From an optimization exercise on the open Yosys and OpenROAD flow, aimed at small area, a short achievable clock period and few clock cycles; shortcuts taken in it are not production practice.
In this exercise RTL edits were held to simulation tests only and were not proved equivalent to the original.
Power and IR drop assume default switching activity.

==> garnet: inputs <==
// lenet
module lenet (
    input wire clk,
    input wire rst_n,
    input wire compute_start,
    output reg compute_finish,
    input wire [31:0] scale_CONV1,
    input wire [31:0] scale_CONV2,
    input wire [31:0] scale_CONV3,
    input wire [31:0] scale_FC1,
    input wire [31:0] scale_FC2,
    output wire [ 3:0] sram_weight_wea0,
    output wire [15:0] sram_weight_addr0,
    output wire [31:0] sram_weight_wdata0,
    input wire [31:0] sram_weight_rdata0,
    output wire [ 3:0] sram_weight_wea1,
    output wire [15:0] sram_weight_addr1,
    output wire [31:0] sram_weight_wdata1,
    input wire [31:0] sram_weight_rdata1,
    output reg [ 3:0] sram_act_wea0,
    output wire [15:0] sram_act_addr0,
    output wire [31:0] sram_act_wdata0,
    input wire [31:0] sram_act_rdata0,
    output reg [ 3:0] sram_act_wea1,
    output wire [15:0] sram_act_addr1,
    output wire [31:0] sram_act_wdata1,
    input wire [31:0] sram_act_rdata1
);
==> flow/config.mk <==
export PLATFORM = sky130hd
export DESIGN_NAME = lenet
export DESIGN_NICKNAME = lenet
export VERILOG_FILES = /design/flow/design.v
export SDC_FILE = /design/flow/constraint.sdc
export NUM_CORES = 4
export LEC_CHECK = 0
export CAP_MARGIN = 80
export CORE_MARGIN = 2
export CORE_UTILIZATION = 65
export PLACE_DENSITY = 0.75
export SLEW_MARGIN = 80
==> flow/constraint.sdc <==
create_clock -name core_clock -period 14.0 [get_ports {clk}]
set_input_delay 2.8000 -clock core_clock [delete_from_list [all_inputs] [get_ports {clk}]]
set_output_delay 2.8000 -clock core_clock [all_outputs]
set_load 0.01 [all_outputs]
run.sh (not shown) runs the stock make flow with config.mk's settings and CLKGATE_MAP_FILE= SYNTH_SCRIPT=/design/flow/synth_recipe.tcl, a recipe that flattens the netlist after the stock synthesis.
==> maple: changes against garnet <==
--- a/flow/design.v
+++ b/flow/design.v
@@ -55,11 +55,12 @@
     reg [9:0] aa0, aa1;     
     reg q_n;                
     reg t1v, t1f, t1l, t1d, t1g, t1q, t1a, t1b;
     reg t2v, t2f, t2l, t2d, t2g, t2q, t2a, t2b;
     reg t3v, t3f, t3l, t3d, t3g, t3a;
-    reg t4v, t4f, t4l, t4d, t4g;
+    reg t4v, t4l, t4d, t4g;
+    reg clr0, clr1, clr2, clr3;   
     reg t5v, t5d, t5g;
     reg go;                 
     reg [3:0] rq_cnt;
     wire pipe_empty = ~(t1v | t2v | t3v | t4v | t5v | go | (rq_cnt != 4'd0) | wr_req);
     reg [11:0] wptr;
@@ -250,11 +251,11 @@
     wire [7:0] W1_n = t2q ? wbt[55:48] : wbt[15:8];
     always @(posedge clk) begin
         t2v <= t1v & rst_q; t2f <= t1f; t2l <= t1l; t2d <= t1d; t2g <= t1g;
         t2q <= t1q; t2a <= t1a; t2b <= t1b;
         t3v <= t2v & rst_q; t3f <= t2f; t3l <= t2l; t3d <= t2d; t3g <= t2g; t3a <= t2a;
-        t4v <= t3v & rst_q; t4f <= t3f; t4l <= t3l; t4d <= t3d; t4g <= t3g;
+        t4v <= t3v & rst_q; t4l <= t3l; t4d <= t3d; t4g <= t3g;
         A0 <= t2v ? ab[7:0] : 8'd0;
         A1 <= t2v ? ab[15:8] : 8'd0;
         A2 <= t2v ? ab[23:16] : 8'd0;
         A3 <= t2v ? ab[31:24] : 8'd0;
         A4 <= (t2v & ~t2a) ? ab[39:32] : 8'd0;
@@ -288,14 +289,20 @@
         R10 <= p1r0; R11 <= p1r1; R12 <= p1r2;
         R20 <= p2r0; R21 <= p2r1; R22 <= p2r2;
         R30 <= p3r0; R31 <= p3r1; R32 <= p3r2;
     end
     reg signed [23:0] acc0, acc1, acc2, acc3;
-    wire [23:0] ai0 = t4f ? 24'd0 : acc0;
-    wire [23:0] ai1 = t4f ? 24'd0 : acc1;
-    wire [23:0] ai2 = t4f ? 24'd0 : acc2;
-    wire [23:0] ai3 = t4f ? 24'd0 : acc3;
+    always @(posedge clk) begin
+        clr0 <= t3f;
+        clr1 <= t3f | dense;
+        clr2 <= t3f | dense | (s_c2 & t3g);
+        clr3 <= t3f | (s_c2 & t3g);
+    end
+    wire [23:0] ai0 = clr0 ? 24'd0 : acc0;
+    wire [23:0] ai1 = clr1 ? 24'd0 : acc1;
+    wire [23:0] ai2 = clr2 ? 24'd0 : acc2;
+    wire [23:0] ai3 = clr3 ? 24'd0 : acc3;
     wire [23:0] s0, c0, s1, c1, s2, c2, s3, c3;
     csa_acc x0 (.acc(ai0), .r0(R00), .r1(R01), .r2(R02), .s(s0), .c(c0));
     csa_acc x1 (.acc(ai1), .r0(R10), .r1(R11), .r2(R12), .s(s1), .c(c1));
     csa_acc x2 (.acc(ai2), .r0(R20), .r1(R21), .r2(R22), .s(s2), .c(c2));
     csa_acc x3 (.acc(ai3), .r0(R30), .r1(R31), .r2(R32), .s(s3), .c(c3));
CAP_MARGIN = 20   (was 80)
SLEW_MARGIN = 20   (was 80)
==> amber: changes against garnet <==
CAP_MARGIN = 20   (was 80)
SLEW_MARGIN = 20   (was 80)
==> run notes <==
- In maple the total power is smaller than in garnet, by 4.4%.
- Cell area, highest first: garnet, amber, maple.
- Against maple, the routed wire length of garnet is higher by about 3%.
- Die area is about the same in maple and amber.
- Sequential share of layout area, lowest first: garnet, amber, maple.
- Between amber and garnet, the lower global-route usage is in amber (gap 0.68 points).
- Maximum frequency: amber < garnet < maple.
Testbench counts of garnet, summed over its fixed seeds: cycles 690,072.
Testbench counts of maple, summed over its fixed seeds: cycles 690,072.
Testbench counts of amber, summed over its fixed seeds: cycles 690,072.

==> v28 <==
RTL: one of the versions met above, not the one the previous note started from.
Settings: LEC_CHECK=0, CAP_MARGIN=45, CORE_MARGIN=2, CORE_UTILIZATION=65, CTS_BUF_LIST=sky130_fd_sc_hd__clkbuf_8, PLACE_DENSITY=0.75, SLEW_MARGIN=65; clock period 14.0 ns.
==> v22 (differences from v28) <==
--- a/flow/config.mk
+++ b/flow/config.mk
@@ -9,5 +9,5 @@
 export CORE_MARGIN = 2
-export CORE_UTILIZATION = 65
+export CORE_UTILIZATION = 72
 export CTS_BUF_LIST = sky130_fd_sc_hd__clkbuf_8
-export PLACE_DENSITY = 0.75
-export SLEW_MARGIN = 65
+export PLACE_DENSITY = 0.82
+export SLEW_MARGIN = 45
==> v1 (differences from v28) <==
--- a/flow/config.mk
+++ b/flow/config.mk
@@ -10,4 +10,3 @@
 export CORE_UTILIZATION = 65
-export CTS_BUF_LIST = sky130_fd_sc_hd__clkbuf_8
 export PLACE_DENSITY = 0.75
-export SLEW_MARGIN = 65
+export SLEW_MARGIN = 45
==> metrics.cfg <==
[outcome]
status = no timing/DRC/antenna violations

[route]
dr_wl_met2_um = 113700
wl_per_cell_um = 24.25
viasPerCell = 6.178

[setup_path]
cp_top_family = adder cells
max_stage_delay_ps = 690

[floorplanning]
die_area_um2 = 119400
n_tap_cell = 1524

[min_path]
min_to = t3f

[clock_network]
cts.htree.levels = 4

[timing]
fin_skew_ps = 59.35

-- figures above: v22

==> metrics.cfg <==
[outcome]
status = no timing/DRC/antenna violations

[timing]
fin_skew_ps = 67.30

[clock_network]
cts.htree.levels = 4

[setup_path]
cp_top_family = buffers and inverters
max_stage_delay_ps = 620

[floorplanning]
die_area_um2 = 132100
n_tap_cell = 1662

[route]
dr_wl_met2_um = 113400

[min_path]
min_to = t5g

-- figures above: v28

==> metrics.cfg <==
[setup_path]
setup.worst_path.start = A4[4]
cp_top_family = adder cells
max_stage_delay_ps = 560

[final_layout]
largestRegisters = rq_c x32, rq_s x32, wd0 x32

[min_path]
min_to = t4d

[outcome]
status = no timing/DRC/antenna violations

[route]
dr_wl_met2_um = 114200
wl_per_cell_um = 23.99

[clock_network]
cts.htree.levels = 3

[timing]
fin_skew_ps = 38.37

[floorplanning]
die_area_um2 = 132100

[logic_synthesis]
synth_mux_area_frac = 0.02052

-- figures above: v1

Testbench counts of v28, summed over its fixed seeds: cycles 690,072.
Testbench counts of v22, summed over its fixed seeds: cycles 690,072.
Testbench counts of v1, summed over its fixed seeds: cycles 690,072.

==> run Z <==
lenet again, from the RTL that the note above started with.
## lenet
module lenet (
    input wire clk,
    input wire rst_n,
    input wire compute_start,
    output reg compute_finish,
    input wire [31:0] scale_CONV1,
    input wire [31:0] scale_CONV2,
    input wire [31:0] scale_CONV3,
    input wire [31:0] scale_FC1,
    input wire [31:0] scale_FC2,
    output wire [ 3:0] sram_weight_wea0,
    output wire [15:0] sram_weight_addr0,
    output wire [31:0] sram_weight_wdata0,
    input wire [31:0] sram_weight_rdata0,
    output wire [ 3:0] sram_weight_wea1,
    output wire [15:0] sram_weight_addr1,
    output wire [31:0] sram_weight_wdata1,
    input wire [31:0] sram_weight_rdata1,
    output reg [ 3:0] sram_act_wea0,
    output wire [15:0] sram_act_addr0,
    output wire [31:0] sram_act_wdata0,
    input wire [31:0] sram_act_rdata0,
    output reg [ 3:0] sram_act_wea1,
    output wire [15:0] sram_act_addr1,
    output wire [31:0] sram_act_wdata1,
    input wire [31:0] sram_act_rdata1
);
    reg rst_q, start_q;
    always @(posedge clk) begin
        rst_q <= rst_n;
        start_q <= compute_start;
    end
    reg s_idle, s_c1, s_c2, s_c3, s_f1, s_f2, s_done;
  ...
==> flow/config.mk <==
export PLATFORM = sky130hd
export DESIGN_NAME = lenet
export DESIGN_NICKNAME = lenet
export VERILOG_FILES = /design/flow/design.v
export SDC_FILE = /design/flow/constraint.sdc
export NUM_CORES = 4
export LEC_CHECK = 0
export CAP_MARGIN = 45
export CORE_MARGIN = 2
export CORE_UTILIZATION = 65
export CTS_BUF_LIST = sky130_fd_sc_hd__clkbuf_8
export PLACE_DENSITY = 0.75
export SLEW_MARGIN = 45
==> flow/constraint.sdc <==
create_clock -name core_clock -period 14.0 [get_ports {clk}]
set_input_delay 2.8000 -clock core_clock [delete_from_list [all_inputs] [get_ports {clk}]]
set_output_delay 2.8000 -clock core_clock [all_outputs]
set_load 0.01 [all_outputs]
==> run A: changes against run Z <==
Settings changed: CAP_MARGIN 45 to 20, SLEW_MARGIN 45 to 20.
==> summary of the runs <==
- In synthesized area, run Z and run A do not differ.
- In sequential cell count, run Z and run A do not differ.
- Of run Z and run A, run Z has the higher utilization (gap 0.21 points).
- In run A the worst hold slack is lower than in run Z, by 2.0 ps.
- Combinational power is about the same in run A and run Z.
- In synthesized cell count, run Z and run A do not differ.
- Against run Z, the register-to-register slack of run A is lower by 150 ps.
- Die area is the same in run Z and run A.
- In cell count, run Z and run A hardly differ.
- Between run A and run Z, the lower routed wire length is in run A (gap about 0.2%, measured against run Z).
- First-iteration DRC count: run Z is smaller than run A (about 2.2%).
Testbench counts of run Z, summed over its fixed seeds: cycles 690,072.
Testbench counts of run A, summed over its fixed seeds: cycles 690,072.

## static timing again, ports no longer ideal
In the flow no input, the clock included, has a driving cell. The finished layouts below were timed again as built, in two steps. Step 1: set_driving_cell puts a clkbuf_16 on clk and a buf_2 on each other input, an assumption about the parent block. Step 2 adds t to the input delays and takes it off the output delays; t is the mean of the earliest and latest rising clock arrival at the registers after step 1. Input paths then give back, and output paths get back, about the clock's delay inside the block. Slacks: ideal ports / drivers / drivers and shift; pairs: ideal ports / drivers.
| run | t, ns | setup WS [ns] | worst register clock-pin slew, ns |
|---|---|---|---|
| garnet | 0.819 | 8.634 / 8.634 / 8.634 | 0.08 / 0.08 |
| maple | 0.806 | 8.983 / 8.983 / 8.983 | 0.07 / 0.07 |
| amber | 0.801 | 8.481 / 8.481 / 8.481 | 0.07 / 0.07 |
| v28 | 0.994 | 9.062 / 8.984 / 9.245 | 0.08 / 0.08 |
| v22 | 1.010 | 8.893 / 8.893 / 8.893 | 0.07 / 0.07 |
| v1 | 0.800 | 9.211 / 9.211 / 9.211 | 0.07 / 0.07 |
| run Z | 0.986 | 9.109 / 9.030 / 9.138 | 0.09 / 0.09 |
| run A | 0.986 | 8.994 / 8.994 / 8.994 | 0.08 / 0.08 |
After both steps every run listed still meets setup and hold.
